Context: an optimization exercise on an open-source flow, tuned for a short achievable clock period and few clock cycles. The choices shown serve that exercise and are no tape-out recipe.
Only the layout flow was run in this run; the RTL was not checked for function there.
Power figures rest on the tool's default switching activity, not on a simulated workload.

==> flow/design.v <==
module core(
	input             clk      ,
	input             _rst     ,
	output     [31:0] inst_addr,
	input      [31:0] inst     ,
	output            data_w_en,
	output            data_r_en,
	output     [3:0]  data_sel ,
	output     [31:0] data_addr,
	output     [31:0] data_out ,
	input      [31:0] data_in
);
	reg  [31:0] pc_a, pc_b;
	reg         pc_sel;
	wire [31:0] pc = pc_sel ? pc_b : pc_a;
	reg         x_valid, x_luse;
	reg  [31:0] x_pc, x_cval, x_off, x_op1, x_op2, x_rs2v;
	reg         x_fa_m, x_fb_m, x_fs_m;
	reg  [4:0]  x_rd;
	reg         x_we, x_load, x_store, x_br, x_jal, x_jalr, x_pred;
	reg  [2:0]  x_f3;
	reg         x_c_eq, x_c_ne, x_c_lt, x_c_ge, x_c_ltu, x_c_geu, x_c_jalr;
	reg         x_r_add, x_r_sub, x_r_xor, x_r_or, x_r_and, x_r_sll, x_r_srl, x_r_sra,
	            x_r_slt, x_r_sltu, x_r_pci, x_r_cval;
	reg         m_valid, m_we, m_load;
	reg  [4:0]  m_rd;
	reg  [31:0] m_res;
	reg  [2:0]  m_f3;
	reg  [1:0]  m_a;
	reg         m_w_en, m_r_en;
	reg  [3:0]  m_sel;
	reg  [31:0] m_addr, m_wdata;
	reg  [31:0] rf [1:31];
	reg  [31:0] ld;
	wire [7:0]  ld_b = m_a[1] ? (m_a[0] ? data_in[31:24] : data_in[23:16])
	                          : (m_a[0] ? data_in[15:8]  : data_in[7:0]);
	wire [15:0] ld_h = m_a[1] ? data_in[31:16] : data_in[15:0];
	always @(*) begin
		case (m_f3)
			3'd0:    ld = {{24{ld_b[7]}}, ld_b};
			3'd1:    ld = {{16{ld_h[15]}}, ld_h};
			3'd4:    ld = {24'd0, ld_b};
			3'd5:    ld = {16'd0, ld_h};
			default: ld = data_in;
		endcase
	end
	wire [31:0] wval = m_load ? ld : m_res;
	assign inst_addr = pc;
	wire [4:0] opc = inst[6:2];
	wire [4:0] rd  = inst[11:7];
	wire [2:0] f3  = inst[14:12];
	wire [4:0] rs1 = inst[19:15];
	wire [4:0] rs2 = inst[24:20];
	wire d_lui   = opc == 5'b01101;
	wire d_auipc = opc == 5'b00101;
	wire d_jal   = opc == 5'b11011;
	wire d_jalr  = opc == 5'b11001;
	wire d_br    = opc == 5'b11000;
	wire d_load  = opc == 5'b00000;
	wire d_store = opc == 5'b01000;
	wire d_opi   = opc == 5'b00100;
	wire d_opr   = opc == 5'b01100;
	wire d_alu   = d_opi | d_opr;
	wire d_we    = (d_lui | d_auipc | d_jal | d_jalr | d_load | d_alu) & (rd != 5'd0);
	wire d_use1  = ~(d_lui | d_auipc | d_jal);
	wire d_use2  = d_br | d_store | d_opr;
	wire [31:0] imm_i = {{20{inst[31]}}, inst[31:20]};
	wire [31:0] imm_s = {{20{inst[31]}}, inst[31:25], inst[11:7]};
	wire [31:0] imm_b = {{19{inst[31]}}, inst[31], inst[7], inst[30:25], inst[11:8], 1'b0};
	wire [31:0] imm_u = {inst[31:12], 12'b0};
	wire [31:0] imm_j = {{11{inst[31]}}, inst[31], inst[19:12], inst[20], inst[30:21], 1'b0};
	wire [31:0] pc4 = pc + 32'd4;
	wire        d_pred = d_jal | (d_br & inst[31]);
	wire [31:0] pt_b   = pc + imm_b;
	wire [31:0] pt_j   = pc + imm_j;
	wire [31:0] ptgt   = d_jal ? pt_j : pt_b;
	wire [31:0] rs1v = (rs1 == 5'd0) ? 32'd0 : rf[rs1];
	wire [31:0] rs2v = (rs2 == 5'd0) ? 32'd0 : rf[rs2];
	wire d_b_imm = ~(d_opr | d_br);
	wire d_fa_m = x_valid & x_we & (x_rd == rs1);
	wire d_fa_w = m_valid & m_we & (m_rd == rs1);
	wire d_fb_m = x_valid & x_we & (x_rd == rs2);
	wire d_fb_w = m_valid & m_we & (m_rd == rs2);
	wire d_luse = x_valid & x_load & ((d_fa_m & d_use1) | (d_fb_m & d_use2));
	wire sub_or_sra = inst[30] & d_opr;    
	wire d_r_add  = d_load | d_store | (d_alu & f3 == 3'd0 & ~(inst[30] & d_opr));
	wire d_r_sub  = d_opr & f3 == 3'd0 & inst[30];
	wire d_r_sll  = d_alu & f3 == 3'd1;
	wire d_r_slt  = d_alu & f3 == 3'd2;
	wire d_r_sltu = d_alu & f3 == 3'd3;
	wire d_r_xor  = d_alu & f3 == 3'd4;
	wire d_r_srl  = d_alu & f3 == 3'd5 & ~inst[30];
	wire d_r_sra  = d_alu & f3 == 3'd5 &  inst[30];
	wire d_r_or   = d_alu & f3 == 3'd6;
	wire d_r_and  = d_alu & f3 == 3'd7;
	wire [31:0] ea = x_op1;
	wire [31:0] ob = x_op2;
	wire [31:0] eb = x_rs2v;
	wire [31:0] s_add = ea + ob;
	wire [31:0] s_sub = ~(~ea + ob);           
	wire [31:0] s_pci = x_pc + x_off;
	wire [4:0]  sh    = ob[4:0];
	wire [31:0] s_sll = ea << sh;
	wire [31:0] s_srl = ea >> sh;
	wire [31:0] s_sra = $signed(ea) >>> sh;
	wire [32:0] s_cmp = {1'b0, ob} + {1'b0, ~ea};
	wire        s_ltu = s_cmp[32];
	wire        s_lt  = (ea[31] ^ ob[31]) ? ea[31] : s_ltu;
	wire [31:0] res =
		({32{x_r_add }} & s_add) |
		({32{x_r_sub }} & s_sub) |
		({32{x_r_xor }} & (ea ^ ob)) |
		({32{x_r_or  }} & (ea | ob)) |
		({32{x_r_and }} & (ea & ob)) |
		({32{x_r_sll }} & s_sll) |
		({32{x_r_srl }} & s_srl) |
		({32{x_r_sra }} & s_sra) |
		({32{x_r_slt }} & {31'd0, s_lt }) |
		({32{x_r_sltu}} & {31'd0, s_ltu}) |
		({32{x_r_pci }} & s_pci) |
		({32{x_r_cval}} & x_cval);
	wire b_eq  = ea == ob;
	wire b_lt  = s_lt;
	wire b_ltu = s_ltu;
	wire        hold     = x_valid & x_luse;
	wire        mispred  = x_c_jalr |
	                       (x_c_eq  &  b_eq ) | (x_c_ne  & ~b_eq ) |
	                       (x_c_lt  &  b_lt ) | (x_c_ge  & ~b_lt ) |
	                       (x_c_ltu &  b_ltu) | (x_c_geu & ~b_ltu);
	wire        redirect = x_valid & ~x_luse & mispred;
	wire [31:0] target   = x_jalr ? {s_add[31:1], 1'b0} : x_pred ? x_cval : s_pci;
	assign data_w_en = m_w_en;
	assign data_r_en = m_r_en;
	assign data_sel  = m_sel;
	assign data_addr = m_addr;
	assign data_out  = m_wdata;
	always @(posedge clk) begin
		if (!_rst) begin
			pc_sel <= 1'b0;
			pc_a   <= 32'd0;
		end else begin
			pc_sel <= redirect;
			pc_a   <= hold ? pc : d_pred ? ptgt : pc4;
		end
		pc_b <= target;
	end
	always @(posedge clk) begin
		if (!_rst) begin
			x_valid <= 1'b0;
			x_luse  <= 1'b0;
		end else if (redirect) begin
			x_valid <= 1'b0;
			x_luse  <= 1'b0;
		end else if (hold) begin
			x_luse  <= 1'b0;
		end else begin
			x_valid <= 1'b1;
			x_luse  <= d_luse;
		end
	end
	always @(posedge clk) begin
		if (hold) begin
			if (x_fa_m) x_op1  <= wval;
			if (x_fb_m) x_op2  <= wval;
			if (x_fs_m) x_rs2v <= wval;
			x_fa_m <= 1'b0;
			x_fb_m <= 1'b0;
			x_fs_m <= 1'b0;
		end else begin
			x_pc     <= pc;
			x_cval   <= d_lui ? imm_u : pc4;
			x_off    <= d_br ? imm_b : d_jal ? imm_j : imm_u;
			x_op1    <= d_fa_m ? res : d_fa_w ? wval : rs1v;
			x_op2    <= d_b_imm ? (d_store ? imm_s : imm_i) : d_fb_m ? res : d_fb_w ? wval : rs2v;
			x_rs2v   <= d_fb_m ? res : d_fb_w ? wval : rs2v;
			x_fa_m   <= d_fa_m;
			x_fb_m   <= d_fb_m & ~d_b_imm;
			x_fs_m   <= d_fb_m;
			x_rd     <= rd;
			x_we     <= d_we;
			x_load   <= d_load;
			x_store  <= d_store;
			x_br     <= d_br;
			x_jal    <= d_jal;
			x_jalr   <= d_jalr;
			x_pred   <= d_pred;
			x_f3     <= f3;
			x_c_eq   <= d_br & (d_pred ? f3 == 3'd1 : f3 == 3'd0);
			x_c_ne   <= d_br & (d_pred ? f3 == 3'd0 : f3 == 3'd1);
			x_c_lt   <= d_br & (d_pred ? f3 == 3'd5 : f3 == 3'd4);
			x_c_ge   <= d_br & (d_pred ? f3 == 3'd4 : f3 == 3'd5);
			x_c_ltu  <= d_br & (d_pred ? f3 == 3'd7 : f3 == 3'd6);
			x_c_geu  <= d_br & (d_pred ? f3 == 3'd6 : f3 == 3'd7);
			x_c_jalr <= d_jalr;
			x_r_add  <= d_r_add;
			x_r_sub  <= d_r_sub;
			x_r_xor  <= d_r_xor;
			x_r_or   <= d_r_or;
			x_r_and  <= d_r_and;
			x_r_sll  <= d_r_sll;
			x_r_srl  <= d_r_srl;
			x_r_sra  <= d_r_sra;
			x_r_slt  <= d_r_slt;
			x_r_sltu <= d_r_sltu;
			x_r_pci  <= d_auipc;
			x_r_cval <= d_lui | d_jal | d_jalr;
		end
	end
	wire x_go = x_valid & ~x_luse;
	always @(posedge clk) begin
		if (!_rst) begin
			m_valid <= 1'b0;
			m_w_en  <= 1'b0;
			m_r_en  <= 1'b0;
		end else begin
			m_valid <= x_go;
			m_w_en  <= x_go & x_store;
			m_r_en  <= x_go & x_load;
		end
	end
	always @(posedge clk) begin
		m_we    <= x_we;
		m_load  <= x_load;
		m_rd    <= x_rd;
		m_res   <= res;
		m_f3    <= x_f3;
		m_a     <= s_add[1:0];
		m_addr  <= s_add;
		case (x_f3[1:0])
			2'd0: begin
				m_sel   <= 4'b0001 << s_add[1:0];
				m_wdata <= {4{eb[7:0]}};
			end
			2'd1: begin
				m_sel   <= s_add[1] ? 4'b1100 : 4'b0011;
				m_wdata <= {2{eb[15:0]}};
			end
			default: begin
				m_sel   <= 4'b1111;
				m_wdata <= eb;
			end
		endcase
	end
	integer i;
	always @(posedge clk) begin
		if (!_rst) begin
			for (i = 1; i < 32; i = i + 1) rf[i] <= 32'd0;
		end else if (m_valid & m_we) begin
			rf[m_rd] <= wval;
		end
	end
endmodule
==> flow/run.sh <==
#!/bin/bash
# synth_recipe.tcl (not shown) runs the flow's synth.tcl, then flattens the netlist and writes it again
# the make line also repeats each setting of config.mk as NAME=value (left out here)
make -C /OpenROAD-flow-scripts/flow DESIGN_CONFIG=/design/flow/config.mk WORK_HOME=/design/flow/orfs CLKGATE_MAP_FILE= SYNTH_SCRIPT=/design/flow/synth_recipe.tcl finish
==> flow/config.mk <==
export PLATFORM = sky130hd
export DESIGN_NAME = core
export DESIGN_NICKNAME = core
export VERILOG_FILES = /design/flow/design.v
export SDC_FILE = /design/flow/constraint.sdc
export NUM_CORES = 4
export LEC_CHECK = 0
export ABC_CLOCK_PERIOD_IN_PS = 3000
export CAP_MARGIN = 20
export CORE_MARGIN = 2
export CORE_UTILIZATION = 40
export PLACE_DENSITY = 0.6
export SETUP_SLACK_MARGIN = 3.2
export SLEW_MARGIN = 20
export TNS_END_PERCENT = 50
==> flow/constraint.sdc <==
create_clock -name core_clock -period 7.0 [get_ports {clk}]
set_input_delay 1.4000 -clock core_clock [delete_from_list [all_inputs] [get_ports {clk}]]
set_output_delay 1.4000 -clock core_clock [all_outputs]
set_load 0.01 [all_outputs]
==> flow_metrics.tcl <==
set metrics [dict create \
    status "no timing/DRC/antenna violations" \
    postSynth.topFlopCell "sky130_fd_sc_hd__edfxtp_1" \
    rows 165 \
    crit_buf_inv 4 \
    cp-start-kind "flip-flop" \
    hp-class "flip-flop to flip-flop" \
    cp_num_cells 11 \
    number_of_flip_flops_under_the_largest_register_name 1024 \
    tritoncts_num_sinks 1429 \
    netlist_instances 6674 \
    data_required_time_at_the_worst_endpoint_ps 7520 \
    async_s_r_ff_share_synth_pct 0 \
    critical_path.max_fanout 39 \
    worst_ep_arrival_time_ps 4560 \
    die_w_um 456 \
    design.core.area_sq_mm 0.203 \
    dpl.hpwl_mm 220 \
    tritoncts "built" \
    timing_hold_violations_final 0 \
    port-buffer-count 165 \
    most_area_hungry_cell_type_in_the_yosys_netlist "sky130_fd_sc_hd__edfxtp_1" \
    path_delay_family "compound AO/OA/AOI/OAI gates" \
    synthTopCellsByCount "1,298 x sky130_fd_sc_hd__nor2_1, 1,246 x sky130_fd_sc_hd__edfxtp_1, 682 x sky130_fd_sc_hd__mux4_2" \
    initial_antenna_violation_count 8 \
    timing.reg2reg.worst_path_depth 11 \
    finish.utilization_pct 47.5 \
    placed_cells_incl_taps 9116 \
    achievable-frequency_ghz 0.247 \
    finalCritPeriodShare_pct 57.7 \
    place_congestion 0.992 \
    wire_per_inst_um 35.2 \
    report.final.slew_viol_count 0 \
    final_cell_count_no_fill 9616 \
    number_of_different_library_cells_in_the_post_synthesis_netlist 109 \
    clock_tree.buffer_depth 3 \
    detailroute.via_count 62716 \
    synth.avg_cell_area_sq_um 12.2 \
    worst_case_headroom_to_the_max_slew_limit_pct 9.63 \
    grt_start_max_net_pins 89 \
    smallest_setup_slack_after_layout_ps 2960 \
    path_class "flip-flop to flip-flop" \
    intPower_mw 16.5 \
    synth_area_sq_mm 0.0817 \
    critical_path.slowest_cell "sky130_fd_sc_hd__a31oi_1" \
    routed_antenna_nets 0 \
    number_of_setup_violations_in_the_final_report 0 \
    slowest_delay_ps 580 \
    drtPass1Iterations 6 \
    finClkSkew_ps 60.3 \
    proportion_of_layout_cells_with_a_drive_suffix_above_1_pct 26.5 \
    regMostFlops "rf" \
    drtIter0Drc 8837 \
    vias_per_cell 6.52 \
    cp-end-kind "flip-flop" \
    synth-edff-count 1246 \
    max_cap_violations 0 \
    synth_top_cell_area_share_pct 45.8 \
    clkSlewWorstSetupHoldPaths_ps 60 \
    top_cells_by_area_synth "sky130_fd_sc_hd__edfxtp_1 46%, sky130_fd_sc_hd__mux4_2 19%, sky130_fd_sc_hd__nor2_1 6.0%, sky130_fd_sc_hd__dfxtp_1 4.5%, sky130_fd_sc_hd__ha_1 2.4%" \
    power-per-cell-area_mw_per_mm2 248 \
    gr-usage-all-layers_pct 31.6 \
    grt_overflow_total 0 \
    nets 7041 \
    start_util_pct 40.4 \
    ctsHtreeMaxLevel 4 \
    synth_warnings 1 \
    postSynthNetCount 6902 \
    die_area_sq_mm 0.208 \
    p_sw_share_pct 30.8 \
    largest_vdd_supply_drop_mv 0.323 \
    number_of_buffers_created_by_cts 156 \
    fin_crit_ps 4040 \
    timing.critical_path.cells "buf_12, buf_4, buf_12, buf_4, nor2_1, o2111ai_1, a31oi_1, o211ai_1, a221oi_2, a21boi_4, a221oi_1" \
    synthMostInstantiatedCell "sky130_fd_sc_hd__nor2_1" \
    share_clk_of_total_power_pct 34.5 \
    setup_tns_ps 0 \
    ios 168 \
    die_height_um 456 \
    clk_latency_ps 820 \
    drt_drc_violations_left 0 \
    drt-total-wl_mm 338 \
    synth-seq-cells 1429 \
    worst_margin_slew_ps 1350 \
    areaGrowthSynthToFinish_pct 17.8 \
    grt_setup_unrepaired "true" \
    power_frac_seq_pct 42.3 \
    pwr-share-comb_pct 23.2 \
    first_global_vias 60907 \
    power.net_switching_mw 7.36 \
    cts_hold_buffers 0 \
    power.static_leakage_nw 34.9 \
    grt_first_pass_wirelength_mm 466 \
    pre_cts_slack_ps 778 \
    hold_path_depth 0 \
    power_after_layout_mw 23.9 \
    synth_seq_area_share_pct 50.3 \
    clock_tree.root_cell "sky130_fd_sc_hd__clkbuf_16" \
]
[worst reg2reg max path: cells and delay by family (launching register included)]
family | cells | cell delay [ps]
buffers and inverters | 4 | 730
flip-flops | 1 | 560
AO/OA/AOI/OAI | 6 | 2050
AND/OR/NAND/NOR | 1 | 400
[per-layer routing]
metal	vias to the layer above	global-route usage [%]	wire length (um)
li1	25604	-	-
met1	31999	39.3	121000
met2	4167	50.4	158000
met3	940	6.99	35500
met4	6	19.0	24000
met5	-	0	46
[cell usage in the layout (no fill, tap or decap), types with 23 or more instances in the layout]
cell type                         count
sky130_fd_sc_hd__a211oi_1            23
sky130_fd_sc_hd__a21o_1              98
sky130_fd_sc_hd__a21oi_1            255
sky130_fd_sc_hd__a21oi_2             34
sky130_fd_sc_hd__a221oi_1            27
sky130_fd_sc_hd__a31oi_1             28
sky130_fd_sc_hd__and2_1              28
sky130_fd_sc_hd__buf_4              325
sky130_fd_sc_hd__buf_6               29
sky130_fd_sc_hd__clkbuf_1            43
sky130_fd_sc_hd__clkbuf_16          166
sky130_fd_sc_hd__clkdlybuf4s50_1    116
sky130_fd_sc_hd__clkinv_1            32
sky130_fd_sc_hd__dfxtp_1            180
sky130_fd_sc_hd__dlygate4sd2_1       24
sky130_fd_sc_hd__edfxtp_1          1246
sky130_fd_sc_hd__ha_1               112
sky130_fd_sc_hd__ha_4                29
sky130_fd_sc_hd__inv_1              176
sky130_fd_sc_hd__inv_2               27
sky130_fd_sc_hd__mux2_2              44
sky130_fd_sc_hd__mux2i_1            158
sky130_fd_sc_hd__mux2i_4             26
sky130_fd_sc_hd__mux4_2             682
sky130_fd_sc_hd__nand2_1            316
sky130_fd_sc_hd__nand2_2             65
sky130_fd_sc_hd__nand2b_1            24
sky130_fd_sc_hd__nand3_1             53
sky130_fd_sc_hd__nand4_1             31
sky130_fd_sc_hd__nor2_1            1285
sky130_fd_sc_hd__nor3_1              59
sky130_fd_sc_hd__o211ai_1            43
sky130_fd_sc_hd__o21ai_0            206
sky130_fd_sc_hd__o21ai_1             29
sky130_fd_sc_hd__o21ai_2             23
sky130_fd_sc_hd__o221ai_1            29
sky130_fd_sc_hd__o22ai_1             43
sky130_fd_sc_hd__xnor2_1             91
sky130_fd_sc_hd__xor2_1              34
[through the flow]
stage	instance area (sq um)	hold slack (ps)
final	96300	389
after global routing	96200	417
after CTS	94600	385
after floorplan	81700	323
after global placement	86500	367
after detailed placement	86500	368
[kinds of logic (layout without fill, tap and decap cells)]
group           count (synthesis)  in the layout  synth area share, %
buf+inv                       804           1062                 3.89
fa+ha+maj                     162            162                 2.51
mux                           933            934                 22.0
other cells                     0              6                    0
xor+xnor                      138            138                 1.48
compound gates               1166           1171                 9.48
simple gates                 2042           2042                 10.4
flops                        1429           1429                 50.3
[worst paths after layout]
kind	slack (ps)	start	to
max	2960	x_op2[3]$_DFFE_PP_	x_rs2v[24]$_DFFE_PP_
min	390	x_load$_DFFE_PN_	m_load$_DFF_P_
max reg2reg	2960	x_op2[3]$_DFFE_PP_	x_rs2v[24]$_DFFE_PP_
min reg2reg	390	x_load$_DFFE_PN_	m_load$_DFF_P_
[cell type report]
cell class | instances | area, sq um
Timing Repair Buffer | 567 | 5750
Clock buffer | 209 | 4260
Fill cell | 17898 | 106000
Antenna cell | 6 | 15.0
Clock inverter | 74 | 764
Tap cell | 2672 | 3340
Inverter | 212 | 832
Multi-Input combinational cell | 4447 | 40200
Sequential cell | 1429 | 41100
[power by group through the flow]
stage / Clock, mW / Sequential, mW / Combinational (mW)
finish: 8.25 / 10.1 / 5.55
global route: 8.64 / 10.1 / 5.70
CTS: 8.31 / 10.1 / 5.16
detailed placement: 0 / 10.3 / 4.62
global placement: 0 / 10.3 / 4.61
floorplan: 0 / 10.2 / 2.67
[repair_timing]
item                                    in CTS  in global routing
setup buffers                              129                 54
gates cloned                                20                  5
resized for setup                          406                221
endpoints found under the setup margin     255                288
pin swaps                                   80                 99

==> separate check: timing with driven ports <==
No port has a modelled driver above. Below, the same layout with a new extraction and two added sets of constraints. Step 1 sets driving cells, clkbuf_16 on the clock port and buf_2 on the other inputs (assumed; they add their load-dependent delay and slew). Step 2 also shifts input and output timing later by t, the mid clock arrival at the registers, as if the neighbouring blocks saw the same clock. Three values: ideal, step 1, step 2; two values: the first two.
shift t [ns]: 0.878
setup WS [ns]: 2.959 / 2.945 / 2.179
worst setup path at the end: input to register
slew at the worst register clock pin (ns): 0.07 / 0.07
worst data-port slew with drivers (ns): 0.24
After both steps setup and hold are still met in this run. The setup slack of this run moves by -0.014 ns with the drivers and by -0.780 ns with both steps.
